Context: an optimization exercise on an open-source flow, tuned for small area and a short achievable clock period. The choices shown serve that exercise and are no tape-out recipe.
RTL that was checked went through simulation tests only; none was proved equivalent to the original.
For runs 1 and 2, only the layout was checked, not whether the RTL still works.
No activity file was given, so power comes from the tool's default toggle rates.

==> flow/design.v <==
module mul_pipe(
	input [15:0] numA59,
	input [15:0] numB59,
	input clk_59,
	input reset_59,
	output reg [15:0] Acc_result_59
);
wire z1 = (numA59 == 16'h0000) | (numB59 == 16'h0000);
wire s1 = numA59[15] ^ numB59[15];
wire [4:0] e1 = numA59[14:10] + numB59[14:10] + 5'd17;
wire [10:0] bb = {1'b1, numB59[9:0]};
wire [4:0] one1, two1, neg1;
genvar gi;
generate for (gi = 0; gi < 5; gi = gi + 1) begin : benc
	wire b0 = (gi == 0) ? 1'b0 : bb[2*gi-1];
	wire b1 = bb[2*gi];
	wire b2 = bb[2*gi+1];
	assign one1[gi] = b1 ^ b0;
	assign two1[gi] = (b2 & ~b1 & ~b0) | (~b2 & b1 & b0);
	assign neg1[gi] = b2 & ~(b1 & b0);
end endgenerate
reg z2, s2; reg [4:0] e2; reg [9:0] ma2; reg [4:0] one2, two2, neg2; reg b9_2;
always @(posedge clk_59) begin
	z2 <= z1; s2 <= s1; e2 <= e1; ma2 <= numA59[9:0];
	one2 <= one1; two2 <= two1; neg2 <= neg1; b9_2 <= numB59[9];
end
wire pp1 = ((one2[0] & ma2[0])) ^ neg2[0];
wire pp2 = ((one2[0] & ma2[1]) | (two2[0] & ma2[0])) ^ neg2[0];
wire pp3 = ((one2[0] & ma2[2]) | (two2[0] & ma2[1])) ^ neg2[0];
wire pp4 = ((one2[0] & ma2[3]) | (two2[0] & ma2[2])) ^ neg2[0];
wire pp5 = ((one2[0] & ma2[4]) | (two2[0] & ma2[3])) ^ neg2[0];
wire pp6 = ((one2[0] & ma2[5]) | (two2[0] & ma2[4])) ^ neg2[0];
wire pp7 = ((one2[0] & ma2[6]) | (two2[0] & ma2[5])) ^ neg2[0];
wire pp8 = ((one2[0] & ma2[7]) | (two2[0] & ma2[6])) ^ neg2[0];
wire pp9 = ((one2[0] & ma2[8]) | (two2[0] & ma2[7])) ^ neg2[0];
wire pp10 = ((one2[0] & ma2[9]) | (two2[0] & ma2[8])) ^ neg2[0];
wire pp11 = (one2[0] | (two2[0] & ma2[9])) ^ neg2[0];
wire pp12 = (two2[0]) ^ neg2[0];
wire pp13 = ((one2[1] & ma2[0])) ^ neg2[1];
wire pp14 = ((one2[1] & ma2[1]) | (two2[1] & ma2[0])) ^ neg2[1];
wire pp15 = ((one2[1] & ma2[2]) | (two2[1] & ma2[1])) ^ neg2[1];
wire pp16 = ((one2[1] & ma2[3]) | (two2[1] & ma2[2])) ^ neg2[1];
wire pp17 = ((one2[1] & ma2[4]) | (two2[1] & ma2[3])) ^ neg2[1];
wire pp18 = ((one2[1] & ma2[5]) | (two2[1] & ma2[4])) ^ neg2[1];
wire pp19 = ((one2[1] & ma2[6]) | (two2[1] & ma2[5])) ^ neg2[1];
wire pp20 = ((one2[1] & ma2[7]) | (two2[1] & ma2[6])) ^ neg2[1];
wire pp21 = ((one2[1] & ma2[8]) | (two2[1] & ma2[7])) ^ neg2[1];
wire pp22 = ((one2[1] & ma2[9]) | (two2[1] & ma2[8])) ^ neg2[1];
wire pp23 = (one2[1] | (two2[1] & ma2[9])) ^ neg2[1];
wire pp24 = (two2[1]) ^ neg2[1];
wire pp25 = ((one2[2] & ma2[0])) ^ neg2[2];
wire pp26 = ((one2[2] & ma2[1]) | (two2[2] & ma2[0])) ^ neg2[2];
wire pp27 = ((one2[2] & ma2[2]) | (two2[2] & ma2[1])) ^ neg2[2];
wire pp28 = ((one2[2] & ma2[3]) | (two2[2] & ma2[2])) ^ neg2[2];
wire pp29 = ((one2[2] & ma2[4]) | (two2[2] & ma2[3])) ^ neg2[2];
wire pp30 = ((one2[2] & ma2[5]) | (two2[2] & ma2[4])) ^ neg2[2];
wire pp31 = ((one2[2] & ma2[6]) | (two2[2] & ma2[5])) ^ neg2[2];
wire pp32 = ((one2[2] & ma2[7]) | (two2[2] & ma2[6])) ^ neg2[2];
wire pp33 = ((one2[2] & ma2[8]) | (two2[2] & ma2[7])) ^ neg2[2];
wire pp34 = ((one2[2] & ma2[9]) | (two2[2] & ma2[8])) ^ neg2[2];
wire pp35 = (one2[2] | (two2[2] & ma2[9])) ^ neg2[2];
wire pp36 = (two2[2]) ^ neg2[2];
wire pp37 = ((one2[3] & ma2[0])) ^ neg2[3];
wire pp38 = ((one2[3] & ma2[1]) | (two2[3] & ma2[0])) ^ neg2[3];
wire pp39 = ((one2[3] & ma2[2]) | (two2[3] & ma2[1])) ^ neg2[3];
wire pp40 = ((one2[3] & ma2[3]) | (two2[3] & ma2[2])) ^ neg2[3];
wire pp41 = ((one2[3] & ma2[4]) | (two2[3] & ma2[3])) ^ neg2[3];
wire pp42 = ((one2[3] & ma2[5]) | (two2[3] & ma2[4])) ^ neg2[3];
wire pp43 = ((one2[3] & ma2[6]) | (two2[3] & ma2[5])) ^ neg2[3];
wire pp44 = ((one2[3] & ma2[7]) | (two2[3] & ma2[6])) ^ neg2[3];
wire pp45 = ((one2[3] & ma2[8]) | (two2[3] & ma2[7])) ^ neg2[3];
wire pp46 = ((one2[3] & ma2[9]) | (two2[3] & ma2[8])) ^ neg2[3];
wire pp47 = (one2[3] | (two2[3] & ma2[9])) ^ neg2[3];
wire pp48 = (two2[3]) ^ neg2[3];
wire pp49 = ((one2[4] & ma2[0])) ^ neg2[4];
wire pp50 = ((one2[4] & ma2[1]) | (two2[4] & ma2[0])) ^ neg2[4];
wire pp51 = ((one2[4] & ma2[2]) | (two2[4] & ma2[1])) ^ neg2[4];
wire pp52 = ((one2[4] & ma2[3]) | (two2[4] & ma2[2])) ^ neg2[4];
wire pp53 = ((one2[4] & ma2[4]) | (two2[4] & ma2[3])) ^ neg2[4];
wire pp54 = ((one2[4] & ma2[5]) | (two2[4] & ma2[4])) ^ neg2[4];
wire pp55 = ((one2[4] & ma2[6]) | (two2[4] & ma2[5])) ^ neg2[4];
wire pp56 = ((one2[4] & ma2[7]) | (two2[4] & ma2[6])) ^ neg2[4];
wire pp57 = ((one2[4] & ma2[8]) | (two2[4] & ma2[7])) ^ neg2[4];
wire pp58 = ((one2[4] & ma2[9]) | (two2[4] & ma2[8])) ^ neg2[4];
wire pp59 = (one2[4] | (two2[4] & ma2[9])) ^ neg2[4];
wire pp60 = (two2[4]) ^ neg2[4];
wire nn61 = ~neg2[0];
wire nn62 = ~neg2[1];
wire nn63 = ~neg2[2];
wire nn64 = ~neg2[3];
wire nn65 = ~neg2[4];
wire pr66 = ~b9_2 & ma2[0];
wire pr67 = b9_2 ? ma2[0] : ma2[1];
wire pr68 = b9_2 ? ma2[1] : ma2[2];
wire pr69 = b9_2 ? ma2[2] : ma2[3];
wire pr70 = b9_2 ? ma2[3] : ma2[4];
wire pr71 = b9_2 ? ma2[4] : ma2[5];
wire pr72 = b9_2 ? ma2[5] : ma2[6];
wire pr73 = b9_2 ? ma2[6] : ma2[7];
wire pr74 = b9_2 ? ma2[7] : ma2[8];
wire pr75 = b9_2 ? ma2[8] : ma2[9];
wire pr76 = b9_2 ? ma2[9] : 1'b1;
wire pr77 = b9_2;
wire s78 = neg2[1] ^ pp3;
wire c79 = neg2[1] & pp3;
wire s80 = pp4 ^ pp14;
wire c81 = pp4 & pp14;
wire s82 = neg2[2] ^ pp5 ^ pp15;
wire c83 = (neg2[2] & pp5) | (neg2[2] & pp15) | (pp5 & pp15);
wire s84 = pp25 ^ c81;
wire c85 = pp25 & c81;
wire s86 = pp6 ^ pp16 ^ pp26;
wire c87 = (pp6 & pp16) | (pp6 & pp26) | (pp16 & pp26);
wire s88 = c83 ^ c85;
wire c89 = c83 & c85;
wire s90 = neg2[3] ^ pp7 ^ pp17;
wire c91 = (neg2[3] & pp7) | (neg2[3] & pp17) | (pp7 & pp17);
wire s92 = pp27 ^ pp37 ^ c87;
wire c93 = (pp27 & pp37) | (pp27 & c87) | (pp37 & c87);
wire s94 = s90 ^ c89;
wire c95 = s90 & c89;
wire s96 = pp8 ^ pp18 ^ pp28;
wire c97 = (pp8 & pp18) | (pp8 & pp28) | (pp18 & pp28);
wire s98 = pp38 ^ c91 ^ s96;
wire c99 = (pp38 & c91) | (pp38 & s96) | (c91 & s96);
wire s100 = neg2[4] ^ pp9 ^ pp19;
wire c101 = (neg2[4] & pp9) | (neg2[4] & pp19) | (pp9 & pp19);
wire s102 = pp29 ^ pp39 ^ pp49;
wire c103 = (pp29 & pp39) | (pp29 & pp49) | (pp39 & pp49);
wire s104 = c97 ^ s100 ^ s102;
wire c105 = (c97 & s100) | (c97 & s102) | (s100 & s102);
wire s106 = pp10 ^ pp20 ^ pp30;
wire c107 = (pp10 & pp20) | (pp10 & pp30) | (pp20 & pp30);
wire s108 = pp40 ^ pp50 ^ c101;
wire c109 = (pp40 & pp50) | (pp40 & c101) | (pp50 & c101);
wire s110 = c103 ^ s106;
wire c111 = c103 & s106;
wire s112 = pr66 ^ pp11 ^ pp21;
wire c113 = (pr66 & pp11) | (pr66 & pp21) | (pp11 & pp21);
wire s114 = pp31 ^ pp41 ^ pp51;
wire c115 = (pp31 & pp41) | (pp31 & pp51) | (pp41 & pp51);
wire s116 = c107 ^ s112 ^ s114;
wire c117 = (c107 & s112) | (c107 & s114) | (s112 & s114);
wire s118 = pr67 ^ pp12 ^ pp22;
wire c119 = (pr67 & pp12) | (pr67 & pp22) | (pp12 & pp22);
wire s120 = pp32 ^ pp42 ^ pp52;
wire c121 = (pp32 & pp42) | (pp32 & pp52) | (pp42 & pp52);
wire s122 = c113 ^ c115 ^ s118;
wire c123 = (c113 & c115) | (c113 & s118) | (c115 & s118);
wire s124 = neg2[0] ^ pr68 ^ pp23;
wire c125 = (neg2[0] & pr68) | (neg2[0] & pp23) | (pr68 & pp23);
wire s126 = pp33 ^ pp43 ^ pp53;
wire c127 = (pp33 & pp43) | (pp33 & pp53) | (pp43 & pp53);
wire s128 = c119 ^ c121 ^ s124;
wire c129 = (c119 & c121) | (c119 & s124) | (c121 & s124);
wire s130 = neg2[0] ^ pr69 ^ pp24;
wire c131 = (neg2[0] & pr69) | (neg2[0] & pp24) | (pr69 & pp24);
wire s132 = pp34 ^ pp44 ^ pp54;
wire c133 = (pp34 & pp44) | (pp34 & pp54) | (pp44 & pp54);
wire s134 = c125 ^ c127 ^ s130;
wire c135 = (c125 & c127) | (c125 & s130) | (c127 & s130);
wire s136 = nn61 ^ nn62 ^ pr70;
wire c137 = (nn61 & nn62) | (nn61 & pr70) | (nn62 & pr70);
wire s138 = pp35 ^ pp45 ^ pp55;
wire c139 = (pp35 & pp45) | (pp35 & pp55) | (pp45 & pp55);
wire s140 = s136 ^ c131 ^ c133;
wire c141 = (s136 & c131) | (s136 & c133) | (c131 & c133);
wire s142 = ~(pr71 ^ pp36);
wire c143 = pr71 | pp36;
wire s144 = pp46 ^ pp56 ^ c137;
wire c145 = (pp46 & pp56) | (pp46 & c137) | (pp56 & c137);
wire s146 = s142 ^ c139;
wire c147 = s142 & c139;
wire s148 = s144 ^ s146;
wire c149 = s144 & s146;
wire s150 = nn63 ^ pr72 ^ pp47;
wire c151 = (nn63 & pr72) | (nn63 & pp47) | (pr72 & pp47);
wire s152 = pp57 ^ c143 ^ s150;
wire c153 = (pp57 & c143) | (pp57 & s150) | (c143 & s150);
wire s154 = c145 ^ c147;
wire c155 = c145 & c147;
wire s156 = ~(pr73 ^ pp48);
wire c157 = pr73 | pp48;
wire s158 = pp58 ^ s156 ^ c151;
wire c159 = (pp58 & s156) | (pp58 & c151) | (s156 & c151);
wire s160 = nn64 ^ pr74 ^ pp59;
wire c161 = (nn64 & pr74) | (nn64 & pp59) | (pr74 & pp59);
wire s162 = c157 ^ s160;
wire c163 = c157 & s160;
wire s164 = ~(pr75 ^ pp60);
wire c165 = pr75 | pp60;
wire s166 = s164 ^ c161;
wire c167 = s164 & c161;
wire s168 = nn65 ^ pr76 ^ c165;
wire c169 = (nn65 & pr76) | (nn65 & c165) | (pr76 & c165);
wire s170 = ~pr77;
wire [5:0] lowsum = {1'b0, s82, c79, pp13, pp2, pp1} + {1'b0, s84, s80, s78, 1'b0, neg2[0]};
reg [43:0] t3; reg z3, s3; reg [4:0] e3;
always @(posedge clk_59) begin
	z3 <= z2; s3 <= s2; e3 <= e2;
	t3 <= {s170, c169, s168, c167, s166, c163, s162, c159, c155, c153, s158, s154, c149, s152, s148, c141, s140, c135, s138, s134, c129, s132, s128, c123, s126, s122, c117, s120, s116, c109, c111, c105, s108, s110, s104, c99, s98, c95, c93, s94, s92, lowsum[5], s88, s86};
end
wire s171 = t3[0] ^ t3[1];
wire c172 = t3[0] & t3[1];
wire s173 = t3[3] ^ t3[4];
wire c174 = t3[3] & t3[4];
wire s175 = t3[5] ^ t3[6] ^ t3[7];
wire c176 = (t3[5] & t3[6]) | (t3[5] & t3[7]) | (t3[6] & t3[7]);
wire s177 = t3[8] ^ t3[9];
wire c178 = t3[8] & t3[9];
wire s179 = t3[10] ^ t3[11] ^ t3[12];
wire c180 = (t3[10] & t3[11]) | (t3[10] & t3[12]) | (t3[11] & t3[12]);
wire s181 = t3[13] ^ t3[14] ^ t3[15];
wire c182 = (t3[13] & t3[14]) | (t3[13] & t3[15]) | (t3[14] & t3[15]);
wire s183 = t3[16] ^ t3[17] ^ t3[18];
wire c184 = (t3[16] & t3[17]) | (t3[16] & t3[18]) | (t3[17] & t3[18]);
wire s185 = t3[19] ^ t3[20] ^ t3[21];
wire c186 = (t3[19] & t3[20]) | (t3[19] & t3[21]) | (t3[20] & t3[21]);
wire s187 = t3[22] ^ t3[23] ^ t3[24];
wire c188 = (t3[22] & t3[23]) | (t3[22] & t3[24]) | (t3[23] & t3[24]);
wire s189 = t3[25] ^ t3[26] ^ t3[27];
wire c190 = (t3[25] & t3[26]) | (t3[25] & t3[27]) | (t3[26] & t3[27]);
wire s191 = t3[28] ^ t3[29];
wire c192 = t3[28] & t3[29];
wire s193 = t3[30] ^ t3[31] ^ t3[32];
wire c194 = (t3[30] & t3[31]) | (t3[30] & t3[32]) | (t3[31] & t3[32]);
wire s195 = t3[33] ^ t3[34] ^ t3[35];
wire c196 = (t3[33] & t3[34]) | (t3[33] & t3[35]) | (t3[34] & t3[35]);
wire s197 = t3[36] ^ t3[37];
wire c198 = t3[36] & t3[37];
wire s199 = t3[38] ^ t3[39];
wire c200 = t3[38] & t3[39];
wire s201 = t3[40] ^ t3[41];
wire c202 = t3[40] & t3[41];
wire s203 = t3[42] ^ t3[43];
wire c204 = t3[42] & t3[43];
wire [16:5] sl3 = {1'b0, c190, c188, c186, c184, c182, c180, c178, c176, c174, c172, t3[2]} + {1'b0, s191, s189, s187, s185, s183, s181, s179, s177, s175, s173, s171};
reg [15:10] pl4; reg cs4; reg [21:16] xh4, yh4; reg z4, s4; reg [4:0] e4;
always @(posedge clk_59) begin
	z4 <= z3; s4 <= s3; e4 <= e3; pl4 <= sl3[15:10]; cs4 <= sl3[16];
	xh4 <= {c202, c200, c198, c196, c194, c192}; yh4 <= {s203, s201, s199, s197, s195, s193};
end
wire [21:16] ph4 = xh4 + yh4 + cs4;
wire [21:10] q4 = {ph4, pl4};
wire [9:0] m4 = q4[21] ? q4[20:11] : q4[19:10];
wire [4:0] x4 = e4 + {4'd0, q4[21]};
always @(posedge clk_59) begin
	Acc_result_59 <= z4 ? 16'h0000 : {s4, x4, m4};
end
endmodule
==> flow/run.sh <==
#!/bin/bash
# synth_recipe.tcl (not shown) runs the flow's synth.tcl, then flattens the netlist and writes it again
# the make line also repeats each setting of config.mk as NAME=value (left out here)
make -C /OpenROAD-flow-scripts/flow DESIGN_CONFIG=/design/flow/config.mk WORK_HOME=/design/flow/orfs CLKGATE_MAP_FILE= SYNTH_SCRIPT=/design/flow/synth_recipe.tcl finish
==> flow/config.mk <==
export PLATFORM = sky130hd
export DESIGN_NAME = mul_pipe
export DESIGN_NICKNAME = mul_pipe
export VERILOG_FILES = /design/flow/design.v
export SDC_FILE = /design/flow/constraint.sdc
export NUM_CORES = 4
export LEC_CHECK = 0
export CAP_MARGIN = 20
export CORE_MARGIN = 2
export CORE_UTILIZATION = 40
export SLEW_MARGIN = 20
==> flow/constraint.sdc <==
create_clock -name core_clock -period 5.0 [get_ports {clk_59}]
set_input_delay 1.0000 -clock core_clock [delete_from_list [all_inputs] [get_ports {clk_59}]]
set_output_delay 1.0000 -clock core_clock [all_outputs]
set_load 0.01 [all_outputs]
==> run summary, run 1 <==
* Outcome: finished clean
* Pin count of the biggest net entering global routing at 17
* Peak supply drop at 0.000289 V
* Yosys top cell area share at 41.1%
* Max Cap Violations at 0
* Layout cells sized above 1 at 6.50%
* Yosys cell types at 39
* Worst EP required at 5.29 ns
* Fmax at 0.380 GHz
* Post CTS Setup Buffer Count at 0
* DR vias/cell at 4.96
* Hold crit path type: reg2reg
* Hpwl dp at 8.38 mm
* Num ports at 50
* Buf/Inv on CP at 2
* Via Count at 3,905
* Site row count at 45
* CP Cell Sequence: inv_1, fa_1, nand2b_1, a21oi_1, o32ai_1, or2_4, inv_1, ha_1, ha_1, nand3_1, xor2_1, nor2_1
* Most frequent cells in the layout: dfxtp_1 (126), xnor2_1 (59), ha_1 (51), clkdlybuf4s50_1 (48)
* Global placement routability congestion at 0.833
* Setup TNS at 0 ns
* Initial antenna violation count at 0
* Total track usage at 14.8%
* # diodes at 0
* Vias in the first global route at 3,979
* EDFF count, synth at 0
* Register area share after synthesis at 41.1%
* Yosys warning count at 1
* Main synth FF type: dfxtp_1
* CP Capture Type: flop
* Synth Area in Compound Gates at 9.50%
* Cts bufs inserted at 17
* Cell taking the most area after synthesis: dfxtp_1
* CP Launch Type: flop
* Starting DRT DRC Count at 198
* Mapped cell area at 6140 um^2
* DIE WIDTH at 128 um
* Pwr dens at 630 nW/um^2
* Port bufs at 48
* Final Hold Viols at 0
* Skew final at 0.00829 ns
* Root Buffer: clkbuf_16
* Routed WL per cell at 14.2 um
* Mux share of post-synthesis cell area at 2.94%
* Largest cells by area after synthesis: dfxtp_1 (41%), fa_1 (14%), ha_1 (10%), xnor2_1 (8.4%), a22oi_1 (5.4%)
* Worst-Skew Late Latency at 0.41 ns
* Relative slew slack at 43.0%
* Final period utilization at 52.6%
* Synth Instances at 548
* Area growth from synthesis to layout at 19.4%
* Minimum clock period at 2.63 ns
* GR peak layer: met2
* Max-slew violations at 0
* CTS tree: done
* Slowest stage cell, crit path: fa_1
* Core ar. at 15,100 um^2
* Met1 Use GR at 18.2%
* Post-synth ARST share at 0%
* Worst slew pin tran at 0.853 ns
* WL final at 11.2 mm
* Setup CP Type: reg2reg
* Clk sinks at 126
* Worst path max stage delay at 0.45 ns
* Cts hold-fix bufs at 0
* Largest family of logic cells by synthesized area: adder cells
* FF+latch count, synth at 126
* CTS H-tree lvls at 4
* Met3 global-route usage at 4.22%
* Xor/xnor share of the synthesized area at 10.7%
* Clock slew at reported path FFs at 0.06 ns
* Maximum clock path buffer count at 2
* TritonRoute pass-1 iters at 4
* Synth Area in Simple Gates at 6.56%
* Post-synth net total at 677
* Fin util at 48.6%
* Die Span Y at 128 um
* Synthesized area per cell at 11.2 um^2
* M2 GR Usage at 23.3%
* DRC at 0
* DIE AREA at 16,400 um^2
* RSZ-0062 raised after global routing: false
* Nets@finish at 716
* Antenna Nets Post-Route at 0
* Initial Util at 40.7%
* Worst-path maximum fanout at 11
* WP data arrival at 2.92 ns
* CP delay by family, top: adder cells
* Overflow after GRT at 0
* Leakage power at 0.00312 uW
* Leading cell type in the layout, fill and taps excluded: dfxtp_1
* First-pass GRT wire length at 18.7 mm
* Synth Area in Adders at 24.7%
* Setup Viol. Count Final at 0
* Post_cts resized at 0
==> where the power goes <==
group          total [uW]  switching [uW]  internal, uW
Combinational        1890             961           932
Clock                1190             476           717
Sequential           1530             165          1360
==> per-layer routing <==
| layer | vias up | part of all wire (%) | routed length [um] |
|---|---|---|---|
| met5 | - | 0 | 0 |
| met4 | 0 | 1.3 | 146 |
| met3 | 14 | 4.8 | 533 |
| met2 | 111 | 47 | 5240 |
| met1 | 1850 | 47 | 5270 |
| li1 | 1930 | - | - |
==> cell usage after synthesis (all sizes together), types with 2 or more instances <==
master / n
nor3: 3
clkbuf: 25
a31o: 2
nand2: 17
fa: 44
o21a: 2
nor2: 16
nand4b: 2
a21o: 4
buf: 3
or3: 2
nand2b: 6
nand3b: 4
a21oi: 17
nand3: 4
xor2: 16
o21ai: 13
inv: 43
mux2: 5
nor4: 8
nand4: 3
xnor2: 59
nor2b: 9
mux2i: 12
dfxtp: 126
ha: 51
a22oi: 44
==> stage by stage <==
| step | cells | area, um^2 | worst slack, ns | power (uW) | hold WS [ns] |
|---|---|---|---|---|---|
| 3_3_place_gp | 756 | 6740 | 2.37 | 3390 | 0.311 |
| 4_1_cts | 788 | 7330 | 2.38 | 4670 | 0.326 |
| 6_report | 788 | 7330 | 2.37 | 4620 | 0.325 |
| 3_5_place_dp | 756 | 6740 | 2.36 | 3450 | 0.312 |
| 2_1_floorplan | 548 | 6140 | 2.63 | 2950 | 0.310 |
| 5_1_grt | 788 | 7330 | 2.23 | 5010 | 0.335 |
==> state kept, by name (all words and copies together), names as in the netlist, 5 cells and up <==
| register | count |
|---|---|
| e2 | 5 |
| one2 | 5 |
| yh4 | 6 |
| ma2 | 10 |
| t3 | 44 |
| Acc_result_59 | 16 |
| e4 | 5 |
| two2 | 5 |
| xh4 | 6 |
| neg2 | 5 |
| pl4 | 6 |
| e3 | 5 |
==> worst reg2reg max path: cells and delay by family (launching register included) <==
kind | cells | cell delay [ns]
simple gates | 4 | 0.65
fa+ha+maj | 3 | 0.84
flops | 1 | 0.30
compound gates | 2 | 0.39
buf+inv | 2 | 0.21
xor+xnor | 1 | 0.13
==> final timing paths <==
path / to / start / cells after the start / slack, ns
max: Acc_result_59[14] / cs4 / 12 / 2.37
min: e4[1] / e3[1] / 0 / 0.33
max reg2reg: Acc_result_59[14] / cs4 / 12 / 2.37
min reg2reg: e4[1] / e3[1] / 0 / 0.33
==> cell families (layout without fill, tap and decap cells) <==
group | count (synthesis) | in the layout
DFF | 126 | 126
adders and majority gates | 95 | 95
AOI/OAI and AO/OA | 87 | 87
and+or+nand+nor | 77 | 77
xor gates and xnor gates | 75 | 75
buffers and inverters | 71 | 123
muxes | 17 | 17
==> area by class of cell <==
class	count	area (um^2)
fill	1398	7760
multi-input combinational	351	3340
sequential	126	2520
timing repair buffer	48	480
clock buffer	18	439
tap	188	235
inverter	43	161
clock inverter	14	149
==> inputs of run 2 (changes only) <==
--- a/flow/design.v
+++ b/flow/design.v
@@ -244,5 +244,6 @@
 wire [21:10] q4 = {ph4, pl4};
 wire [9:0] m4 = q4[21] ? q4[20:11] : q4[19:10];
-wire [4:0] x4 = e4 + {4'd0, q4[21]};
+wire [4:0] e4p = e4 + 5'd1;
+wire [4:0] x4 = q4[21] ? e4p : e4;
 always @(posedge clk_59) begin
 	Acc_result_59 <= z4 ? 16'h0000 : {s4, x4, m4};
--- a/flow/config.mk
+++ b/flow/config.mk
@@ -9,3 +9,4 @@
 export CORE_MARGIN = 2
 export CORE_UTILIZATION = 40
+export SETUP_SLACK_MARGIN = 3.0
 export SLEW_MARGIN = 20
==> run summary, run 2 <==
* Outcome: finished clean
* Most flop-heavy register: t3
* FF+latch count, synth at 126
* RR Endpoint: pl4[14]
* Clock slew at reported path FFs at 0.06 ns
* Switch share at 36.3%
* Leading cell type in the layout, fill and taps excluded: dfxtp_1
* Overflow after GRT at 0
* Most instantiated cells after synthesis: dfxtp_1 (126), xnor2_1 (59), ha_1 (50)
* Biggest regs: t3 (44), Acc_result_59 (16), ma2 (10)
* Setup Viol. Count Final at 0
* WHS at 0.324 ns
* Relative slew slack at 41.5%
* Hold crit path type: reg2reg
* Yosys warning count at 1
* DRC at 0
* DIE AREA at 16,400 um^2
* Core ar. at 15,100 um^2
* Crit path from: t3[5]
* Mapped cell area at 6170 um^2
* CP Cell Sequence: fa_1, ha_4, nand4_1, a2111oi_4, o31a_1, nor2_1, xnor2_1
* Antenna Nets Post-Route at 0
* Initial antenna violation count at 0
* DIE WIDTH at 128 um
* RSZ-0062 raised after global routing: true
* Fin util at 52.8%
* Most frequent cells in the layout: dfxtp_1 (98), xnor2_1 (59), ha_1 (42)
* Cts bufs inserted at 17
* Levels on crit path at 7
* Routed WL per cell at 16.1 um
* Setup CP Type: reg2reg
* Worst path max stage delay at 0.51 ns
* Final period utilization at 45.2%
* Max Cap Violations at 0
* Leakage power at 0.00327 uW
* Non-Filler Instances at 819
* Cell taking the most area after synthesis: dfxtp_1
* Flop pwr share at 30.4%
* WP data arrival at 2.56 ns
* Dpl cells at 764
* Internal power at 3250 uW
* Worst-path maximum fanout at 3
* Worst slew pin tran at 0.877 ns
* Synth Instances at 559
* Max reg flops at 44
* Main synth FF type: dfxtp_1
* Starting DRT DRC Count at 272
* Comb pwr share at 45.2%
* Slowest stage cell, crit path: fa_1
* Largest cells by area after synthesis: dfxtp_1 (41%), fa_1 (14%), ha_1 (10%), xnor2_1 (8.4%), a22oi_1 (5.4%)
* Die Span Y at 128 um
* CP Capture Point: pl4[14]
* CP Capture Type: flop
* CP delay by family, top: adder cells
* Root Buffer: clkbuf_16
* Site row count at 45
* Reg-to-reg critical path startpoint: t3[5]
* Num ports at 50
* Reg2Reg Setup Slack at 2.74 ns
* Total power draw at 5090 uW
* Peak supply drop at 0.000289 V
* Worst EP required at 5.30 ns
* Buf/Inv on CP at 0
* WL final at 13.2 mm
* Synthesized area per cell at 11.0 um^2
* Sw power at 1850 uW
* Initial Util at 40.7%
* First-pass GRT wire length at 21.3 mm
* Clk sinks at 126
* TritonRoute pass-1 iters at 5
* Pwr dens at 637 nW/um^2
* Maximum clock path buffer count at 2
* EDFF count, synth at 0
* DR vias/cell at 5.14
* Minimum clock period at 2.26 ns
* R2r worst-path depth at 7
* Clock Power Share at 24.4%
* Total track usage at 16.9%
* Pin count of the biggest net entering global routing at 18
* Vias in the first global route at 4,393
* Global placement routability congestion at 0.897
* CTS H-tree lvls at 4
* Register area share after synthesis at 40.9%
* Nets@finish at 746
* Post-synth ARST share at 0%
* Yosys top cell area share at 40.9%
* CTS tree: done
* CP Launch Type: flop
* # diodes at 0
* Layout cells sized above 1 at 24.6%
* Hpwl dp at 9.16 mm
* Worst-Skew Late Latency at 0.41 ns
* Count leader, synth: dfxtp_1
* Skew final at 0.00645 ns
* FILL cells at 1,350
* Area growth from synthesis to layout at 29.7%
* Fmax at 0.443 GHz
* Max-slew violations at 0
* Final Hold Viols at 0
* Via Count at 4,212
* Post-synth net total at 687
* Port bufs at 48
* Yosys cell types at 42
* Setup TNS at 0 ns
[run 2: cell count changes after synthesis, sizes merged, moves of 4 or more]
cell | before | now
a21oi | 17 | 26
nand2 | 17 | 10
mux2i | 12 | 6
nand3 | 4 | 10
nor2 | 16 | 10
o21ai | 13 | 18
xor2 | 16 | 11
a21o | 4 | 8
[run 2: worst register-to-register path, delay by kind of cell (launching register included)]
family / cells / cell delay [ns]
and+or+nand+nor: 2 / 0.25
adders and majority gates: 2 / 0.80
DFF: 1 / 0.32
xor gates and xnor gates: 1 / 0.11
AOI/OAI and AO/OA: 2 / 0.66
[run 2: per-stage QoR]
step,setup slack (ns),area (um^2)
after floorplan,2.92,6240
after global placement,2.44,6830
after detailed placement,2.40,6830
after CTS,2.75,7650
after global routing,2.66,8000
final,2.74,8000
[run 2: metal layers]
metal  up-vias  routed length (um)  GRT usage (%)
met3        25                 653           4.84
met2       124                6670           29.1
met5         -                   0              0
met4         0                 273           7.43
met1      2030                5570           19.6
li1       2033                   -              -
[run 2: timing repair]
| action | in CTS | in global routing |
|---|---|---|
| cloned | 1 | 0 |
| endpoints found under the setup margin | 74 | 46 |
| gates resized for setup | 76 | 74 |
| hold buffers | 0 | 0 |
| pin swaps | 14 | 22 |
| setup buffers | 8 | 14 |
[run 2: worst min-delay path by stage]
stage	slack, ns	from	cells past startpoint	to
final	0.32	s2	0	s3
after floorplan	0.31	e2[0]	0	e3[0]
after detailed placement	0.31	e3[0]	0	e4[0]
after global routing	0.33	e3[1]	0	e4[1]
after global placement	0.31	s3	0	s4
after CTS	0.32	e3[0]	0	e4[0]
[run 2: cell type report]
cell class	count	area [um^2]	share of cell area, %
clock inverters	15	185	2.31
inverters	45	176	2.20
repair buffers	71	636	7.94
clock buffers	17	425	5.32
flip-flops and latches	126	2590	32.4
multi-input cells	357	3750	46.9
well taps	188	235	2.94
[run 2: power by group through the flow]
stage,clock network [uW],logic [uW],registers (uW)
final,1240,2310,1550
after global routing,1320,2600,1580
after CTS,1270,1990,1540
after detailed placement,0,1830,1560
after global placement,0,1790,1550
after floorplan,0,1370,1510
[run 2: cell families (layout without fill, tap and decap cells)]
logic type,Yosys count,count (layout),share of synthesized area (%)
flops,126,126,40.9
compound gates,113,113,12.3
fa+ha+maj,94,94,24.4
buf+inv,77,148,4.75
xor+xnor,70,70,9.94
simple gates,70,71,6.19
mux,9,9,1.52
==> inputs of run 3 (changes only) <==
--- a/flow/design.v
+++ b/flow/design.v
@@ -241,5 +241,6 @@
 	xh4 <= {c202, c200, c198, c196, c194, c192}; yh4 <= {s203, s201, s199, s197, s195, s193};
 end
-wire [21:16] ph4 = xh4 + yh4 + cs4;
+wire [6:0] ph4c = {xh4, cs4} + {yh4, cs4};
+wire [21:16] ph4 = ph4c[6:1];
 wire [21:10] q4 = {ph4, pl4};
 wire [9:0] m4 = q4[21] ? q4[20:11] : q4[19:10];
==> run summary, run 3 <==
* Worst Hold Launch: s3
* Num ports at 50
* Leakage power at 0.00332 uW
* Most flop-heavy register: t3
* DRC at 0
* CTS tree: done
* WHS at 0.326 ns
* DR vias/cell at 4.99
* DIE WIDTH at 129 um
* # diodes at 0
* Worst EP required at 5.33 ns
* Setup Viol. Count Final at 0
* FILL cells at 1,326
* Site row count at 45
* Skew final at 0.0117 ns
* Yosys top cell area share at 40.6%
* First-pass GRT wire length at 20.9 mm
* R2r worst-path depth at 7
* CP Launch Type: flop
* Synth Area in Simple Gates at 6.57%
* CP Capture Type: flop
* Post-DP Area at 6870 um^2
* Pin count of the biggest net entering global routing at 18
* Worst hold path depth at 0
* Root Buffer: clkbuf_16
* Synthesized area per cell at 11.0 um^2
* Total track usage at 16.2%
* Peak supply drop at 0.000283 V
* Worst-Skew Late Latency at 0.41 ns
* Setup CP Type: reg2reg
* Comb pwr share at 48.7%
* Max Cap Violations at 0
* Clock slew at reported path FFs at 0.06 ns
* Routed WL per cell at 15.6 um
* Vias in the first global route at 4,192
* Outcome: finished clean
* RSZ-0062 raised after global routing: true
* Fmax at 0.499 GHz
* Leading cell type in the layout, fill and taps excluded: dfxtp_1
* Via Count at 4,133
* Mapped cell area at 6210 um^2
* Starting DRT DRC Count at 213
* Worst slew pin tran at 0.758 ns
* WL final at 13.0 mm
* Global placement routability congestion at 0.873
* Max-slew violations at 0
* Die Span Y at 129 um
* Final Hold Viols at 0
* WHS Endpoint: s4
* Synth Instances at 563
* Synth Area in Adders at 24.1%
* Largest cells by area after synthesis: dfxtp_1 (41%), fa_1 (14%), ha_1 (10%), xnor2_1 (8.6%), a22oi_1 (5.3%)
* Worst-path maximum fanout at 2
* Most frequent cells in the layout: dfxtp_1 (92), xnor2_1 (56), fa_1 (41), a22oi_1 (40), ha_1 (40)
* Crit path from: t3[5]
* Finished Cell Area at 8070 um^2
* Relative slew slack at 49.4%
* Count leader, synth: dfxtp_1
* Final period utilization at 40.1%
* Nets@finish at 756
* Hold crit path type: reg2reg
* DIE AREA at 16,500 um^2
* Core ar. at 15,200 um^2
* Post-synth net total at 691
* Register area share after synthesis at 40.6%
* Switch share at 36.1%
* RR Endpoint: pl4[11]
* Cts bufs inserted at 17
* EDFF count, synth at 0
* Fin util at 53.1%
* Main synth FF type: dfxtp_1
* Sw power at 1870 uW
* Maximum clock path buffer count at 2
* Clock Power Share at 21.4%
* Clk sinks at 126
* Mux share of post-synthesis cell area at 1.69%
* Max reg flops at 44
* Yosys cell types at 44
* Xor/xnor share of the synthesized area at 10.4%
* Post-synth ARST share at 0%
* Minimum clock period at 2.00 ns
* Hpwl dp at 9.10 mm
* Layout cells sized above 1 at 25.4%
* Yosys warning count at 1
* Flop pwr share at 30.0%
* Port bufs at 48
* Synth Area in Compound Gates at 12.1%
* FF+latch count, synth at 126
* Initial Util at 40.9%
* TritonRoute pass-1 iters at 4
* Internal power at 3310 uW
* Reg2Reg Setup Slack at 3.00 ns
* Biggest regs: t3 (44), Acc_result_59 (16), ma2 (10)
* Setup TNS at 0 ns
* Cell taking the most area after synthesis: dfxtp_1
* Antenna Nets Post-Route at 0
* Overflow after GRT at 0
* Initial antenna violation count at 0
* Area growth from synthesis to layout at 29.9%
* Most instantiated cells after synthesis: dfxtp_1 (126), xnor2_1 (61), ha_1 (51)
* CTS H-tree lvls at 4
* Largest family of logic cells by synthesized area: adder cells
* Pwr dens at 642 nW/um^2
* WP data arrival at 2.34 ns
* Reg-to-reg critical path startpoint: t3[5]
-- run 3: cell types whose count changed after synthesis, sizes merged, moves of 3 or more --
cell,before,now
nor2,10,5
inv,45,41
nand3,10,14
nand2b,5,8
-- run 3: per-stage QoR --
step | power [uW] | std cells | setup WS, ns
2_1_floorplan | 2950 | 563 | 2.92
3_3_place_gp | 3410 | 768 | 2.42
3_5_place_dp | 3470 | 768 | 2.41
4_1_cts | 4950 | 811 | 2.94
5_1_grt | 5560 | 829 | 2.92
6_report | 5180 | 829 | 3.00
-- run 3: final cells by class --
class / count / area (um^2) / share of cell area, %
Multi-Input combinational cell: 365 / 3800 / 47.1
Sequential cell: 126 / 2620 / 32.4
Timing Repair Buffer: 77 / 717 / 8.89
Clock buffer: 18 / 429 / 5.32
Tap cell: 188 / 235 / 2.92
Inverter: 41 / 161 / 2.00
Clock inverter: 14 / 110 / 1.36
-- run 3: cell families (layout without fill, tap and decap cells) --
kind of cell	count (synthesis)	count (layout)
AND/OR/NAND/NOR	72	73
multiplexers	10	10
AO/OA/AOI/OAI	114	114
adder cells (fa/ha/maj)	94	94
flip-flops	126	126
XOR/XNOR	74	74
buffers and inverters	73	150
-- run 3: how the worst max path moves through the flow --
stage / to / slack, ns
after floorplan: t3[2] / 2.92
after detailed placement: e2[3] / 2.41
final: pl4[11] / 3.00
after global routing: pl4[11] / 2.92
after CTS: pl4[11] / 2.94
after global placement: e2[3] / 2.42
-- run 3: power by group through the flow --
stage / Sequential, uW / Clock, uW / Combinational, uW
after CTS: 1550 / 1140 / 2260
after detailed placement: 1570 / 0 / 1900
after floorplan: 1520 / 0 / 1430
after global routing: 1590 / 1180 / 2790
after global placement: 1560 / 0 / 1850
final: 1550 / 1110 / 2520
-- run 3: per-layer routing --
metal / vias to the layer above / GRT usage [%] / part of all wire (%)
li1: 2063 / - / -
met1: 1957 / 20.9 / 47
met2: 95 / 26.8 / 47
met3: 18 / 3.70 / 3.7
met4: 0 / 5.82 / 1.8
met5: - / 0 / 0
-- run 3: repair_timing --
item | 4_1_cts | 5_1_grt
endpoints found under the setup margin | 72 | 43
hold buffers | 0 | 0
gates resized for setup | 99 | 59
pin swaps | 28 | 25
cloned | 1 | 1
setup buffers | 10 | 17
-- run 3: critical path, stage by stage (launching register included) --
cell	delay, ns
dfxtp_2	0.32
fa_1	0.58
ha_4	0.21
a21oi_2	0.13
a21boi_2	0.07
or2_4	0.24
a311oi_2	0.23
xnor2_1	0.15
==> inputs of run 4 (changes only) <==
--- a/flow/config.mk
+++ b/flow/config.mk
@@ -9,4 +9,5 @@
 export CORE_MARGIN = 2
 export CORE_UTILIZATION = 40
+export CTS_BUF_LIST = sky130_fd_sc_hd__clkbuf_8
 export SETUP_SLACK_MARGIN = 3.0
 export SLEW_MARGIN = 20
==> run summary, run 4 <==
* Outcome: finished clean
* FILL cells at 1,378
* Skew final at 0.0142 ns
* Starting DRT DRC Count at 177
* Main synth FF type: dfxtp_1
* Yosys cell types at 44
* Synthesized area per cell at 11.0 um^2
* CP Capture Type: flop
* RSZ-0062 raised after global routing: true
* Most flop-heavy register: t3
* Count leader, synth: dfxtp_1
* Worst path max stage delay at 0.58 ns
* Yosys top cell area share at 40.6%
* CP Cell Sequence: fa_1, ha_4, a21oi_2, a21boi_2, or2_4, a21oi_1, xnor2_1
* Total power draw at 4690 uW
* Setup TNS at 0 ns
* DIE WIDTH at 129 um
* Maximum clock path buffer count at 2
* CP delay by family, top: adder cells
* Largest cells by area after synthesis: dfxtp_1 (41%), fa_1 (14%), ha_1 (10%), xnor2_1 (8.6%), a22oi_1 (5.3%)
* Total track usage at 16.2%
* Register area share after synthesis at 40.6%
* Pwr dens at 605 nW/um^2
* Buf/Inv on CP at 0
* Nets@finish at 756
* DRC at 0
* R2r worst-path depth at 7
* DR vias/cell at 5.04
* Worst EP required at 5.35 ns
* Most frequent cells in the layout: dfxtp_1 (93), xnor2_1 (57), fa_1 (41), a22oi_1 (40), ha_1 (40)
* Switch share at 38.1%
* Initial Util at 40.9%
* Final period utilization at 41.1%
* Internal power at 2910 uW
* Fmax at 0.487 GHz
* Leading cell type in the layout, fill and taps excluded: dfxtp_1
* Setup CP Type: reg2reg
* Vias in the first global route at 4,130
* Most instantiated cells after synthesis: dfxtp_1 (126), xnor2_1 (61), ha_1 (51)
* WHS at 0.330 ns
* Global placement routability congestion at 0.873
* Hpwl dp at 9.10 mm
* Max Cap Violations at 0
* Sw power at 1790 uW
* Worst-Skew Late Latency at 0.44 ns
* WP data arrival at 2.41 ns
* Flop pwr share at 32.8%
* Comb pwr share at 50.7%
* Cts hold-fix bufs at 0
* Die Span Y at 129 um
* Setup Viol. Count Final at 0
* Post-synth ARST share at 0%
* Root Buffer: clkbuf_8
* Levels on crit path at 7
* CP Launch Type: flop
* FF+latch count, synth at 126
* EDFF count, synth at 0
* Layout cells sized above 1 at 26.5%
* Core ar. at 15,200 um^2
* DIE AREA at 16,500 um^2
* Hold crit path type: reg2reg
* Overflow after GRT at 0
* Leakage power at 0.00321 uW
* Worst hold path depth at 0
* TritonRoute pass-1 iters at 6
* CTS tree: done
* Clock Power Share at 16.5%
* Port bufs at 48
* Cts bufs inserted at 17
* Mapped cell area at 6210 um^2
* Max reg flops at 44
* Site row count at 45
* Clk sinks at 126
* M2 GR Usage at 26.2%
* GR peak layer: met2
* First-pass GRT wire length at 20.7 mm
* Post-synth net total at 691
* Peak supply drop at 0.000244 V
* Synth Instances at 563
* Final Hold Viols at 0
* Relative slew slack at 52.7%
* Cell taking the most area after synthesis: dfxtp_1
* Met1 Use GR at 21.0%
* Yosys warning count at 1
* Clock slew at reported path FFs at 0.07 ns
* Area growth from synthesis to layout at 24.9%
* Biggest regs: t3 (44), Acc_result_59 (16), ma2 (10)
* Routed WL per cell at 15.7 um
* Minimum clock period at 2.05 ns
* Initial antenna violation count at 0
* CTS H-tree lvls at 4
* # diodes at 0
* Via Count at 4,175
* Slowest stage cell, crit path: fa_1
* WL final at 13.0 mm
* Worst slew pin tran at 0.708 ns
* Num ports at 50
* Max-slew violations at 0
* Met3 global-route usage at 4.20%
* Antenna Nets Post-Route at 0
* Pin count of the biggest net entering global routing at 18
* Worst-path maximum fanout at 2
[run 4: changes by cell type in the layout (fill, tap and decap cells not counted), moves of 2 or more]
cell,previous run,this run
o21ai_1,8,10
clkdlybuf4s15_1,10,0
buf_2,0,13
dlygate4sd2_1,8,5
inv_2,2,4
clkbuf_8,0,17
clkbuf_16,17,0
buf_4,25,27
[run 4: kinds of logic (layout without fill, tap and decap cells)]
logic type	count (synthesis)	count (layout)	synth area share, %
and+or+nand+nor	72	73	6.57
buffers and inverters	73	150	4.47
AOI/OAI and AO/OA	114	114	12.1
DFF	126	126	40.6
muxes	10	10	1.69
xor gates and xnor gates	74	74	10.4
adders and majority gates	94	94	24.1
[run 4: per-layer routing]
metal	vias to the layer above	routed length, um	part of all wire, %
li1	2062	-	-
met1	1969	6050	47
met2	121	6080	47
met3	23	587	4.5
met4	0	257	2.0
met5	-	0	0
[run 4: worst reg2reg max path: cells and delay by family, from the launching register on]
family                     cells  cell delay, ns
AOI/OAI and AO/OA              3            0.47
adders and majority gates      2            0.79
DFF                            1            0.32
and+or+nand+nor                1            0.25
xor gates and xnor gates       1            0.15
[run 4: worst paths after layout]
check,startpoint,endpoint,slack (ns)
max reg2reg,t3[5],pl4[10],2.95
max,t3[5],pl4[10],2.95
min,s3,s4,0.33
min reg2reg,s3,s4,0.33
[run 4: final cells by class]
type,count,area (um^2),area share (%)
Clock inverter,15,114,1.47
Timing Repair Buffer,77,647,8.34
Multi-Input combinational cell,365,3750,48.3
Inverter,41,161,2.08
Sequential cell,126,2620,33.7
Tap cell,188,235,3.03
Clock buffer,17,234,3.02
[run 4: repair_timing]
item | in CTS | in global routing
buffers inserted | 8 | 19
gates cloned | 1 | 1
gates resized for setup | 126 | 52
pin swaps | 26 | 23
setup endpoints to repair | 73 | 44
[run 4: power by group through the flow]
stage | Combinational (uW) | Clock [uW] | Sequential [uW]
2_1_floorplan | 1430 | 0 | 1520
3_3_place_gp | 1850 | 0 | 1560
3_5_place_dp | 1900 | 0 | 1570
4_1_cts | 2190 | 803 | 1550
5_1_grt | 2640 | 851 | 1580
6_report | 2380 | 774 | 1540
[run 4: per-stage QoR]
stage	cell area, um^2	std cells	utilization [%]	worst slack (ns)
3_3_place_gp	6870	768	45.2	2.42
5_1_grt	7760	829	51.0	2.90
4_1_cts	7500	809	49.3	2.92
2_1_floorplan	6280	563	-	2.92
3_5_place_dp	6870	768	45.2	2.41
6_report	7760	829	51.0	2.95
==> inputs of run 5 (changes only) <==
--- a/flow/config.mk
+++ b/flow/config.mk
@@ -8,6 +8,8 @@
 export CAP_MARGIN = 20
 export CORE_MARGIN = 2
-export CORE_UTILIZATION = 40
-export CTS_BUF_LIST = sky130_fd_sc_hd__clkbuf_8
+export CORE_UTILIZATION = 60
+export CTS_BUF_LIST = sky130_fd_sc_hd__clkbuf_4 sky130_fd_sc_hd__clkbuf_8
+export CTS_CLUSTER_DIAMETER = 60
+export CTS_CLUSTER_SIZE = 30
 export SETUP_SLACK_MARGIN = 3.0
 export SLEW_MARGIN = 20
==> run summary, run 5 <==
* Outcome: finished clean
* Main synth FF type: dfxtp_1
* DRC at 0
* Total track usage at 23.8%
* Cell taking the most area after synthesis: dfxtp_1
* FILL cells at 751
* Largest cells by area after synthesis: dfxtp_1 (41%), fa_1 (14%), ha_1 (10%), xnor2_1 (8.6%), a22oi_1 (5.3%)
* Pwr dens at 618 nW/um^2
* Worst path max stage delay at 0.58 ns
* Hpwl dp at 8.81 mm
* Relative slew slack at 53.6%
* Biggest regs: t3 (44), Acc_result_59 (16), ma2 (10)
* Worst-Skew Late Latency at 0.44 ns
* CP delay by family, top: adder cells
* CTS H-tree lvls at 4
* Max Cap Violations at 0
* Setup CP Type: reg2reg
* Routed WL per cell at 16.2 um
* Count leader, synth: dfxtp_1
* CP Launch Type: flop
* Max-slew violations at 0
* Post-synth net total at 691
* Worst slew pin tran at 0.696 ns
* Register area share after synthesis at 40.6%
* Fmax at 0.490 GHz
* Num ports at 50
* Peak supply drop at 0.000364 V
* DIE WIDTH at 106 um
* Root Buffer: clkbuf_8
* # diodes at 0
* Skew final at 0.0142 ns
* Layout cells sized above 1 at 25.6%
* Synth Instances at 563
* WL final at 12.6 mm
* Initial antenna violation count at 0
* Cts bufs inserted at 17
* Buf/Inv on CP at 0
* Worst EP required at 5.32 ns
* Max reg flops at 44
* Clock slew at reported path FFs at 0.07 ns
* Yosys cell types at 44
* Die Span Y at 106 um
* Clk sinks at 126
* Yosys top cell area share at 40.6%
* Most flop-heavy register: t3
* Nets@finish at 752
* Final period utilization at 40.8%
* RSZ-0062 raised after global routing: true
* Overflow after GRT at 0
* CTS tree: done
* Most frequent cells in the layout: dfxtp_1 (96), xnor2_1 (59), a22oi_1 (43), fa_1 (41), ha_1 (41)
* Slowest stage cell, crit path: fa_1
* Minimum clock period at 2.04 ns
* Finished Cell Area at 7650 um^2
* Worst-path maximum fanout at 2
* Mapped cell area at 6210 um^2
* WP data arrival at 2.36 ns
* Pin count of the biggest net entering global routing at 18
* Global placement routability congestion at 0.886
* First-pass GRT wire length at 20.4 mm
* Antenna Nets Post-Route at 0
* Most instantiated cells after synthesis: dfxtp_1 (126), xnor2_1 (61), ha_1 (51)
* CP Capture Type: flop
* Setup Viol. Count Final at 0
* Area growth from synthesis to layout at 23.2%
* CP Cell Sequence: fa_1, ha_4, a21oi_2, a21boi_2, or2_4, a311oi_2, xnor2_1
* Vias in the first global route at 4,251
* Site row count at 37
* Setup TNS at 0 ns
* Synthesized area per cell at 11.0 um^2
* Core ar. at 10,200 um^2
* EDFF count, synth at 0
* Post-DP Area at 6800 um^2
* Yosys warning count at 1
* Post-synth ARST share at 0%
* Cts hold-fix bufs at 0
* Starting DRT DRC Count at 200
* Port bufs at 48
* DIE AREA at 11,200 um^2
* Via Count at 4,294
* DR vias/cell at 5.55
* FF+latch count, synth at 126
* Hold crit path type: reg2reg
* Initial Util at 61.0%
* Leakage power at 0.00318 uW
* TritonRoute pass-1 iters at 5
* Maximum clock path buffer count at 2
* Final Hold Viols at 0
* Leading cell type in the layout, fill and taps excluded: dfxtp_1
## run 5: kinds of logic after synthesis
| kind of cell | after synthesis | synth area share (%) |
|---|---|---|
| AO/OA/AOI/OAI | 114 | 12.1 |
| XOR/XNOR | 74 | 10.4 |
| adder cells (fa/ha/maj) | 94 | 24.1 |
| buffers and inverters | 73 | 4.47 |
| flip-flops | 126 | 40.6 |
| multiplexers | 10 | 1.69 |
| AND/OR/NAND/NOR | 72 | 6.57 |
## run 5: final timing paths
check,start,end,slack (ns),depth (start not counted)
min reg2reg,e2[2],e3[2],0.33,0
min,e2[2],e3[2],0.33,0
max,t3[5],pl4[11],2.96,7
max reg2reg,t3[5],pl4[11],2.96,7
## run 5: timing repair
item,CTS,global route
setup buffers,5,19
resized for setup,112,51
pin swaps,16,20
endpoints found under the setup margin,72,43
cloned,0,1
## run 5: through the flow
step	std cells	utilization [%]	setup slack [ns]	hold WS (ns)	total power, uW
after floorplan	563	-	2.92	0.310	2950
after global placement	716	66.8	2.40	0.311	3380
after detailed placement	716	66.8	2.33	0.312	3460
after CTS	753	73.1	2.92	0.327	4620
after global routing	773	75.1	2.86	0.334	5100
final	773	75.1	2.96	0.329	4730
## run 5: power by group
group	switching (uW)	internal [uW]	total (uW)
clock network	381	514	895
logic	1180	1110	2290
registers	176	1360	1540
total	1740	2990	4730
## run 5: cell type report
type                    count  area (um^2)  area share [%]
multi-input cells         365         3720            48.6
flip-flops and latches    126         2590            33.9
repair buffers             73          589            7.70
clock buffers              24          312            4.07
well taps                 136          170            2.22
inverters                  41          161            2.11
clock inverters             8          105            1.37
## run 5: layer usage
metal	vias to the layer above	track usage, %	share of wire, %
met5	-	0	0
li1	2059	-	-
met1	2075	28.4	43
met2	140	40.1	49
met3	20	6.56	5.8
met4	0	11.0	1.8
==> inputs of run 6 (changes only) <==
--- a/flow/config.mk
+++ b/flow/config.mk
@@ -8,8 +8,8 @@
 export CAP_MARGIN = 20
 export CORE_MARGIN = 2
-export CORE_UTILIZATION = 60
+export CORE_UTILIZATION = 70
 export CTS_BUF_LIST = sky130_fd_sc_hd__clkbuf_4 sky130_fd_sc_hd__clkbuf_8
 export CTS_CLUSTER_DIAMETER = 60
 export CTS_CLUSTER_SIZE = 30
-export SETUP_SLACK_MARGIN = 3.0
+export SETUP_SLACK_MARGIN = 2.9
 export SLEW_MARGIN = 20
==> run summary, run 6 <==
* Vias in the first global route at 4,558
* Synth Instances at 563
* Hold crit path type: reg2reg
* Global placement routability congestion at 0.922
* Port bufs at 48
* Setup Viol. Count Final at 0
* # diodes at 0
* Clock slew at reported path FFs at 0.08 ns
* Peak supply drop at 0.000335 V
* Die Span Y at 98.2 um
* Worst-path maximum fanout at 6
* Register area share after synthesis at 40.6%
* Yosys warning count at 1
* Leading cell type in the layout, fill and taps excluded: dfxtp_1
* WHS Endpoint: e4[0]
* Finished Cell Area at 7510 um^2
* Most instantiated cells after synthesis: dfxtp_1 (126), xnor2_1 (61), ha_1 (51)
* Starting DRT DRC Count at 315
* Max reg flops at 44
* Minimum clock period at 2.29 ns
* R2r worst-path depth at 9
* Cts hold-fix bufs at 0
* Setup TNS at 0 ns
* EDFF count, synth at 0
* Max Cap Violations at 0
* DRC at 0
* Worst-Skew Late Latency at 0.43 ns
* Root Buffer: clkbuf_8
* Internal power at 2890 uW
* Pin count of the biggest net entering global routing at 18
* Pwr dens at 652 nW/um^2
* Initial Util at 71.6%
* Routed WL per cell at 20.0 um
* Most frequent cells in the layout: dfxtp_1 (98), xnor2_1 (60), a22oi_1 (44), ha_1 (44), fa_1 (41)
* Switch share at 40.9%
* Nets@finish at 749
* Synthesized area per cell at 11.0 um^2
* Num ports at 50
* Cell taking the most area after synthesis: dfxtp_1
* Largest cells by area after synthesis: dfxtp_1 (41%), fa_1 (14%), ha_1 (10%), xnor2_1 (8.6%), a22oi_1 (5.3%)
* Core ar. at 8680 um^2
* CTS H-tree lvls at 4
* Relative slew slack at 53.1%
* Mapped cell area at 6210 um^2
* Leakage power at 0.00318 uW
* Comb pwr share at 50.6%
* WL final at 14.8 mm
* Hpwl dp at 9.14 mm
* Max-slew violations at 0
* DIE AREA at 9640 um^2
* Yosys top cell area share at 40.6%
* First-pass GRT wire length at 21.9 mm
* Area growth from synthesis to layout at 21.0%
* Worst hold path depth at 0
* Total power draw at 4900 uW
* DR vias/cell at 6.08
* Outcome: finished clean
* Reg2Reg Setup Slack at 2.71 ns
* Biggest regs: t3 (44), Acc_result_59 (16), ma2 (10)
* FILL cells at 433
* Sw power at 2000 uW
* Overflow after GRT at 0
* Skew final at 0.0147 ns
* Fmax at 0.436 GHz
* Flop pwr share at 31.8%
* Clock Power Share at 17.6%
* Post-synth net total at 691
* Worst Hold Launch: e3[0]
* WP data arrival at 2.58 ns
* RSZ-0062 raised after global routing: true
* Yosys cell types at 44
* Post-synth ARST share at 0%
* CP Launch Type: flop
* Site row count at 34
* FF+latch count, synth at 126
* Count leader, synth: dfxtp_1
* CTS tree: done
* Post-DP Area at 6740 um^2
* Via Count at 4,508
* Maximum clock path buffer count at 2
* Most flop-heavy register: t3
* Setup CP Type: reg2reg
* Final Hold Viols at 0
* Clk sinks at 126
* Final period utilization at 45.8%
* Layout cells sized above 1 at 19.6%
* Initial antenna violation count at 0
* Reg-to-reg critical path startpoint: cs4
* Antenna Nets Post-Route at 0
* Worst slew pin tran at 0.702 ns
* TritonRoute pass-1 iters at 5
* Cts bufs inserted at 17
* Main synth FF type: dfxtp_1
* CP Capture Type: flop
* Total track usage at 28.9%
* DIE WIDTH at 98.2 um
* RR Endpoint: Acc_result_59[5]
* Worst EP required at 5.29 ns
* Fin util at 86.6%
-- run 6: changes by cell type in the layout (fill, tap and decap cells not counted), moves of 4 or more --
cell / change
clkbuf_2: -7
inv_6: +5
buf_2: -10
dfxtp_2: +7
dlygate4sd2_1: +13
clkbuf_8: -4
dfxtp_4: -9
inv_1: +6
ha_4: -5
inv_2: -5
-- run 6: worst max-delay path, stage by stage (launching register included) --
cell	delay [ns]
dfxtp_2	0.35
inv_1	0.06
fa_2	0.39
nand2b_4	0.18
a2111oi_4	0.44
nor2_1	0.13
buf_6	0.17
buf_4	0.15
a21oi_1	0.18
a311oi_1	0.09
-- run 6: logic make-up (layout without fill, tap and decap cells) --
group,count (synthesis),after routing,synth area share [%]
XOR/XNOR,74,74,10.4
buffers and inverters,73,144,4.47
AO/OA/AOI/OAI,114,114,12.1
flip-flops,126,126,40.6
adder cells (fa/ha/maj),94,94,24.1
multiplexers,10,10,1.69
AND/OR/NAND/NOR,72,72,6.57
-- run 6: cell type report --
type,count,area (um^2),share of cell area (%)
clock buffer,17,234,3.11
clock inverter,15,151,2.02
inverter,41,158,2.10
multi-input combinational,364,3620,48.2
sequential,126,2570,34.2
tap,108,135,1.80
timing repair buffer,71,644,8.58
-- run 6: through the flow --
step | instances | setup WS (ns) | hold slack, ns
floorplan | 563 | 2.89 | 0.310
global placement | 689 | 2.38 | 0.310
detailed placement | 689 | 2.35 | 0.316
CTS | 725 | 2.90 | 0.326
global route | 742 | 2.70 | 0.337
finish | 742 | 2.71 | 0.332
-- run 6: how the worst max path moves through the flow --
stage	start	end	slack (ns)	depth (start not counted)
3_5_place_dp	numB59[10]	e2[3]	2.35	7
5_1_grt	cs4	Acc_result_59[5]	2.70	9
3_3_place_gp	numB59[10]	e2[3]	2.38	7
2_1_floorplan	numA59[11]	e2[3]	2.89	4
4_1_cts	one2[4]	t3[29]	2.90	6
6_report	cs4	Acc_result_59[5]	2.71	9
-- run 6: power groups by stage --
stage                     registers [uW]  clock network (uW)  logic (uW)
final                               1560                 862        2480
after global routing                1590                 912        2690
after CTS                           1550                 872        2050
after detailed placement            1570                   0        1910
after global placement              1550                   0        1780
after floorplan                     1520                   0        1400
-- run 6: per-layer routing --
layer,GRT usage (%),up-vias,part of all wire (%)
li1,-,2042,-
met1,34.6,2161,39
met2,49.9,250,50
met3,8.59,55,7.5
met4,10.1,0,3.4
met5,0,-,0
-- run 6: timing repair --
action	4_1_cts	5_1_grt
setup buffers	4	17
pin swaps	7	18
endpoints found under the setup margin	60	24
gates resized for setup	58	41
==> inputs of run 7 (changes only) <==
==> flow/flow/run.sh (new file) <==
#!/bin/bash
# Standard ORFS layout, with plain buffers (instead of the default delay-style
# buffer) on the input and output ports.
set -euo pipefail
export BUFFER_PORTS_ARGS="-buffer_cell sky130_fd_sc_hd__buf_1"
bash standard.sh synth > synth.log 2>&1
bash standard.sh > layout.log 2>&1
==> flow/standard.sh (new file) <==
#!/bin/bash
# synth_recipe.tcl (not shown) runs the flow's synth.tcl, then flattens the netlist and writes it again
# the make line also repeats each setting of config.mk as NAME=value (left out here)
make -C /OpenROAD-flow-scripts/flow DESIGN_CONFIG=/design/flow/config.mk WORK_HOME=/design/flow/orfs CLKGATE_MAP_FILE= SYNTH_SCRIPT=/design/flow/synth_recipe.tcl "${@:-finish}"
--- a/flow/config.mk
+++ b/flow/config.mk
@@ -8,8 +8,8 @@
 export CAP_MARGIN = 20
 export CORE_MARGIN = 2
-export CORE_UTILIZATION = 70
+export CORE_UTILIZATION = 60
 export CTS_BUF_LIST = sky130_fd_sc_hd__clkbuf_4 sky130_fd_sc_hd__clkbuf_8
 export CTS_CLUSTER_DIAMETER = 60
 export CTS_CLUSTER_SIZE = 30
-export SETUP_SLACK_MARGIN = 2.9
+export SETUP_SLACK_MARGIN = 3.0
 export SLEW_MARGIN = 20
removed: flow/run.sh
==> run summary, run 7 <==
* Global placement routability congestion at 0.871
* Pin count of the biggest net entering global routing at 18
* CTS H-tree lvls at 4
* Post-DP Area at 6500 um^2
* First-pass GRT wire length at 20.1 mm
* Hpwl dp at 8.65 mm
* DIE AREA at 11,200 um^2
* CTS tree: done
* Worst EP required at 5.37 ns
* Mux share of post-synthesis cell area at 1.69%
* Via Count at 4,228
* RSZ-0062 raised after global routing: true
* Biggest regs: t3 (44), Acc_result_59 (16), ma2 (10)
* EDFF count, synth at 0
* Synth Area in Simple Gates at 6.57%
* Most frequent cells in the layout: dfxtp_1 (95), xnor2_1 (61), buf_1 (48), ha_1 (43)
* DIE WIDTH at 106 um
* Count leader, synth: dfxtp_1
* Post-synth net total at 691
* Register area share after synthesis at 40.6%
* Cts bufs inserted at 17
* Yosys warning count at 1
* Initial Util at 61.0%
* Vias in the first global route at 4,140
* CP Capture Type: flop
* Max-slew violations at 0
* DR vias/cell at 5.48
* Nets@finish at 751
* WP data arrival at 2.43 ns
* Fin util at 72.7%
* Layout cells sized above 1 at 21.2%
* Hold crit path type: reg2reg
* Synth Area in Compound Gates at 12.1%
* Synthesized area per cell at 11.0 um^2
* FF+latch count, synth at 126
* Max reg flops at 44
* DRC at 0
* Area growth from synthesis to layout at 19.2%
* Finished Cell Area at 7400 um^2
* Max Cap Violations at 0
* Final Hold Viols at 0
* Core ar. at 10,200 um^2
* Port bufs at 48
* FILL cells at 740
* Worst-Skew Late Latency at 0.44 ns
* Die Span Y at 106 um
* Starting DRT DRC Count at 202
* WL final at 12.2 mm
* Maximum clock path buffer count at 2
* Synth Instances at 563
* Clk sinks at 126
* Worst slew pin tran at 0.637 ns
* WHS at 0.328 ns
* Most flop-heavy register: t3
* Yosys cell types at 44
* Minimum clock period at 2.06 ns
* Relative slew slack at 57.1%
* Antenna Nets Post-Route at 0
* Total track usage at 23.3%
* Leakage power at 0.00304 uW
* Setup Viol. Count Final at 0
* Pwr dens at 650 nW/um^2
* Setup TNS at 0 ns
* Overflow after GRT at 0
* Cell taking the most area after synthesis: dfxtp_1
* Routed WL per cell at 15.8 um
* Peak supply drop at 0.000316 V
* Mapped cell area at 6210 um^2
* Post-synth ARST share at 0%
* Site row count at 37
* Root Buffer: clkbuf_8
* R2r worst-path depth at 7
* TritonRoute pass-1 iters at 5
* Worst-path maximum fanout at 2
* Yosys top cell area share at 40.6%
* Worst hold path depth at 0
* Most instantiated cells after synthesis: dfxtp_1 (126), xnor2_1 (61), ha_1 (51)
* Main synth FF type: dfxtp_1
* Initial antenna violation count at 1
* Outcome: finished clean
* Skew final at 0.00669 ns
* Fmax at 0.486 GHz
* Num ports at 50
* Synth Area in Adders at 24.1%
* Largest cells by area after synthesis: dfxtp_1 (41%), fa_1 (14%), ha_1 (10%), xnor2_1 (8.6%), a22oi_1 (5.3%)
* Setup CP Type: reg2reg
* CP Launch Type: flop
* Cts hold-fix bufs at 0
* Leading cell type in the layout, fill and taps excluded: dfxtp_1
* Xor/xnor share of the synthesized area at 10.4%
* Final period utilization at 41.1%
* Clock slew at reported path FFs at 0.07 ns
* Largest family of logic cells by synthesized area: adder cells
* # diodes at 0
run 7: cell counts after synthesis:
No cell type changed its count.
run 7: power by group:
part	switching, uW	internal (uW)	leakage, uW
Combinational	1140	1100	0.00174
Sequential	174	1360	0.00107
Clock	391	644	0.000236
Total	1710	3100	0.00304
run 7: per-layer routing:
layer | GRT usage, % | part of all wire [%]
met1 | 29.6 | 44
met2 | 37.5 | 49
met3 | 6.93 | 5.5
met4 | 9.30 | 1.4
met5 | 0 | 0
run 7: repair_timing:
| action | CTS | global route |
|---|---|---|
| setup endpoints to repair | 52 | 25 |
| gates cloned | 0 | 0 |
| hold endpoints to repair | 0 | 0 |
| pin swaps | 13 | 21 |
| buffers inserted | 5 | 19 |
| resized for setup | 55 | 28 |
run 7: path summary, 6_finish.rpt:
path                                 to  startpoint  slack (ns)
worst min register to register    e3[3]       e2[3]        0.33
worst min-delay path              e3[3]       e2[3]        0.33
worst max-delay path            pl4[11]       t3[5]        2.94
worst max register to register  pl4[11]       t3[5]        2.94
run 7: logic make-up after synthesis:
group,after synthesis
DFF,126
AOI/OAI and AO/OA,114
adders and majority gates,94
xor gates and xnor gates,74
buffers and inverters,73
and+or+nand+nor,72
muxes,10
run 7: cell type report:
type | instances | area (um^2) | share of cell area (%)
Sequential cell | 126 | 2590 | 34.9
Inverter | 41 | 161 | 2.18
Multi-Input combinational cell | 364 | 3640 | 49.2
Clock inverter | 10 | 184 | 2.48
Timing Repair Buffer | 73 | 367 | 4.95
Clock buffer | 22 | 290 | 3.92
Tap cell | 136 | 170 | 2.30
run 7: critical path, cell delays in order (launching register included):
cell      delay [ns]
dfxtp_2         0.32
fa_1            0.57
ha_4            0.21
a21oi_2         0.13
a21boi_2        0.11
or2_4           0.25
a311oi_2        0.26
xnor2_1         0.14
run 7: per-stage QoR:
step / total power, uW / setup WS [ns] / std cells
final: 4810 / 2.94 / 772
after global routing: 5190 / 2.85 / 772
after CTS: 4620 / 2.90 / 753
after detailed placement: 3370 / 2.52 / 716
after global placement: 3300 / 2.56 / 716
after floorplan: 2950 / 2.92 / 563

-- port drivers added, routing unchanged --
Ports are ideal in the flow. The routed layouts listed here were re-timed in OpenROAD. Step 1 assumes that a clkbuf_16 drives the clock port and a buf_2 every other input. Step 2 times the ports against the registers' clock, not the clock port: input delays grow and output delays shrink by t, the midpoint of the rising clock arrivals with the driver on. Three values: ideal, step 1, step 2; two values: the first two.
run	t (ns)	slack for setup (ns)	worst setup path after step 2	slew at the worst register clock pin (ns)	worst data-port slew with drivers (ns)
run 1	0.450	2.370 / 2.370 / 2.356	input to register	0.06 / 0.06	0.04
run 2	0.451	2.742 / 2.742 / 2.588	input to register	0.06 / 0.06	0.04
run 3	0.445	2.995 / 2.995 / 2.603	input to register	0.06 / 0.06	0.04
run 4	0.461	2.947 / 2.947 / 2.600	input to register	0.08 / 0.08	0.04
run 5	0.467	2.959 / 2.959 / 2.550	input to register	0.08 / 0.08	0.04
run 6	0.459	2.709 / 2.709 / 2.513	input to register	0.09 / 0.09	0.04
run 7	0.468	2.943 / 2.943 / 2.752	input to register	0.07 / 0.07	0.03
After both steps every run listed still meets setup and hold. For run 5, which loses most, drivers alone change the setup slack by 0.000 ns; drivers and shift together by -0.409 ns.
